Source: an optimization exercise on an open RTL-to-GDS flow (aim: small area and a short achievable clock period). Production flows keep margins and buffers that such runs may drop. Only simulation tests tie the RTL to the original design; equivalence was not proved. Power and IR drop assume default switching activity.

==> flow/design.v (excerpt) <==
module riscv_singlecycle
(
    input  logic        clk_i,          
    input  logic        rstn_i,         
    output logic [31:0] imem_addr_o,    
    input  logic [31:0] imem_rdata_i,   
    output logic [31:0] dmem_addr_o,    
    output logic [31:0] dmem_wdata_o,   
    output logic [3:0]  dmem_we_o,      
    input  logic [31:0] dmem_rdata_i,   
    output logic        rd_we_o,        
    output logic [4:0]  rd_addr_o,      
    output logic [31:0] rd_data_o       
);
Settings: LEC_CHECK=0, CAP_MARGIN=0, CORE_MARGIN=2, CORE_UTILIZATION=45, PLACE_DENSITY=0.65, SLEW_MARGIN=0, SYNTH_HIERARCHICAL=1, SYNTH_MINIMUM_KEEP_SIZE=0; clock period 40.0 ns.
standard.sh (not shown) runs the stock make flow with config.mk's settings and CLKGATE_MAP_FILE= SYNTH_SCRIPT=/design/flow/synth_recipe.tcl, a recipe that flattens the netlist after the stock synthesis.
==> flow/flow/run.sh <==
#!/bin/bash
# Layout flow: the standard ORFS flow (standard.sh, all steps) with
# these changes to how the layout is built:
#  - the port buffers are buf_2 cells rather than the default pick, a slow
#    delay cell (timing repair may size them up);
#  - timing repair aims at a setup slack margin, so the critical paths get
#    sized and buffered although the 40 ns clock is met by a wide margin:
#    margin.txt holds the margin for the steps up to CTS and the one for
#    the global-route step (where repair buys less per unit of area);
#  - clock tree: larger sink clusters and no dummy loads, which needs far
#    fewer clock buffers (flip-flop clock slew stays under the limit).
# Each tool's full output is in orfs/logs/...; this script's in
# standard_cts.log and standard_finish.log.
set -euo pipefail
read -r M_CTS M_GRT < flow/margin.txt
ARGS=(
    "BUFFER_PORTS_ARGS=-buffer_cell sky130_fd_sc_hd__buf_2"
    "CTS_ARGS=-sink_clustering_enable -repair_clock_nets -dont_use_dummy_load -sink_clustering_size 28 -sink_clustering_max_diameter 70"
)
bash standard.sh "${ARGS[@]}" "SETUP_SLACK_MARGIN=${M_CTS}" cts > standard_cts.log 2>&1
bash standard.sh "${ARGS[@]}" "SETUP_SLACK_MARGIN=${M_GRT}" finish > standard_finish.log 2>&1
==> flow/flow/margin.txt <==
18.3 18.1
Rerun with:
==> flow/flow/run.sh (replaced) <==
#!/bin/bash
# Layout flow: the standard ORFS flow (standard.sh, all steps) with
# these changes to how the layout is built:
#  - the port buffers are buf_2 cells rather than the default pick, a slow
#    delay cell (timing repair may size them up);
#  - timing repair (floorplan, CTS and global-route steps) aims at a setup
#    slack margin, so the critical paths get sized and buffered although the
#    40 ns clock is met by a wide margin;
#  - clock tree: larger sink clusters and no dummy loads, which needs far
#    fewer clock buffers (flip-flop clock slew stays under the limit).
# Each tool's full output is in orfs/logs/...; this script's in standard.log.
set -euo pipefail
MARGIN=$(cat flow/margin.txt)
bash standard.sh \
    "BUFFER_PORTS_ARGS=-buffer_cell sky130_fd_sc_hd__buf_2" \
    "SETUP_SLACK_MARGIN=${MARGIN}" \
    "CTS_ARGS=-sink_clustering_enable -repair_clock_nets -dont_use_dummy_load -sink_clustering_size 30 -sink_clustering_max_diameter 70" \
    finish > standard.log 2>&1
==> flow/flow/margin.txt (replaced) <==
18.5
--- a/flow/config.mk
+++ b/flow/config.mk
@@ -10,2 +10,2 @@
-export CORE_UTILIZATION = 45
-export PLACE_DENSITY = 0.65
+export CORE_UTILIZATION = 50
+export PLACE_DENSITY = 0.75
Worst setup slack improved by 0.30 ns. Total power shrinks slightly. Die area shrinks by roughly a tenth. Synthesized area stays the same. Wire length barely changes. Maximum frequency rose slightly. First-iteration DRC count increases by about a fifth. Cell area came out higher slightly. Sequential power hardly moves. Clock power fell by roughly a tenth.
Rerun with:
==> flow/flow/run.sh (replaced) <==
#!/bin/bash
# Layout flow: the standard ORFS flow (standard.sh, all steps) with
# these changes to how the layout is built:
#  - the port buffers are buf_2 cells rather than the default pick, a slow
#    delay cell (timing repair may size them up);
#  - timing repair aims at a setup slack margin, so the critical paths get
#    sized and buffered although the 40 ns clock is met by a wide margin:
#    margin.txt holds the margin for the steps up to CTS and the one for
#    the global-route step (where repair buys less per unit of area);
#  - clock tree: larger sink clusters and no dummy loads, which needs far
#    fewer clock buffers (flip-flop clock slew stays under the limit).
# Each tool's full output is in orfs/logs/...; this script's in
# standard_cts.log and standard_finish.log.
set -euo pipefail
read -r M_CTS M_GRT < flow/margin.txt
ARGS=(
    "BUFFER_PORTS_ARGS=-buffer_cell sky130_fd_sc_hd__buf_2"
    "CTS_ARGS=-sink_clustering_enable -repair_clock_nets -dont_use_dummy_load -sink_clustering_size 28 -sink_clustering_max_diameter 70"
)
bash standard.sh "${ARGS[@]}" "SETUP_SLACK_MARGIN=${M_CTS}" cts > standard_cts.log 2>&1
bash standard.sh "${ARGS[@]}" "SETUP_SLACK_MARGIN=${M_GRT}" finish > standard_finish.log 2>&1
==> flow/flow/margin.txt (replaced) <==
18.2 18.0
--- a/flow/config.mk
+++ b/flow/config.mk
@@ -10,2 +10,2 @@
-export CORE_UTILIZATION = 50
-export PLACE_DENSITY = 0.75
+export CORE_UTILIZATION = 45
+export PLACE_DENSITY = 0.65
After rerunning: The new run completed without violations; non-clock buffer count is lower by 102; hold slack barely changes; worst setup slack loses 0.26 ns; register-to-register slack gains 0.09 ns; synthesized cell count is unchanged.
Rerun with:
==> flow/flow/margin.txt (replaced) <==
18.45 18.25
--- a/flow/config.mk
+++ b/flow/config.mk
@@ -10,2 +10,2 @@
-export CORE_UTILIZATION = 45
-export PLACE_DENSITY = 0.65
+export CORE_UTILIZATION = 50
+export PLACE_DENSITY = 0.75
The new run completed without violations.
Die area decreases by 9.9%.
Clock power decreases by 11%.
Routed wire length decreases by 3.0%.
Synthesized cell count is unchanged.
Via count increases by 1.3%.
Power decreases by 1.3%.
Utilization increases by 5.5 points.
Setup slack degrades by 0.046 ns.
Design area hardly moves.

-- static timing again, ports no longer ideal --
In the flow no input, the clock included, has a driving cell. The finished layouts below were timed again as built, in two steps. Step 1 assumes that a clkbuf_16 drives the clock port and a buf_2 every other input. Step 2, shift: input delay + t, output delay - t, t = (earliest + latest rising clock arrival at the registers) / 2. This alone moves slack from input paths to output paths. Three values: no drivers, after step 1, after step 2; two values: the first two.
run | shift t [ns] | slack for setup (ns) | hold slack, ns | slew at the worst register clock pin (ns) | worst data-port slew with drivers (ns)
the first run | 0.731 | 17.962 / 17.917 / 17.917 | 0.463 / 0.463 / 0.463 | 0.11 / 0.11 | 0.06
the second run | 0.759 | 18.266 / 18.201 / 18.201 | 0.466 / 0.466 / 0.466 | 0.12 / 0.12 | 0.09
the third run | 0.722 | 18.007 / 17.980 / 17.980 | 0.465 / 0.465 / 0.465 | 0.11 / 0.11 | 0.07
the fourth run | 0.735 | 17.961 / 17.932 / 17.932 | 0.466 / 0.466 / 0.466 | 0.11 / 0.11 | 0.09
After both steps every run listed still meets setup and hold. For the second run, which loses most, drivers alone change the setup slack by -0.065 ns; drivers and shift together by -0.065 ns.
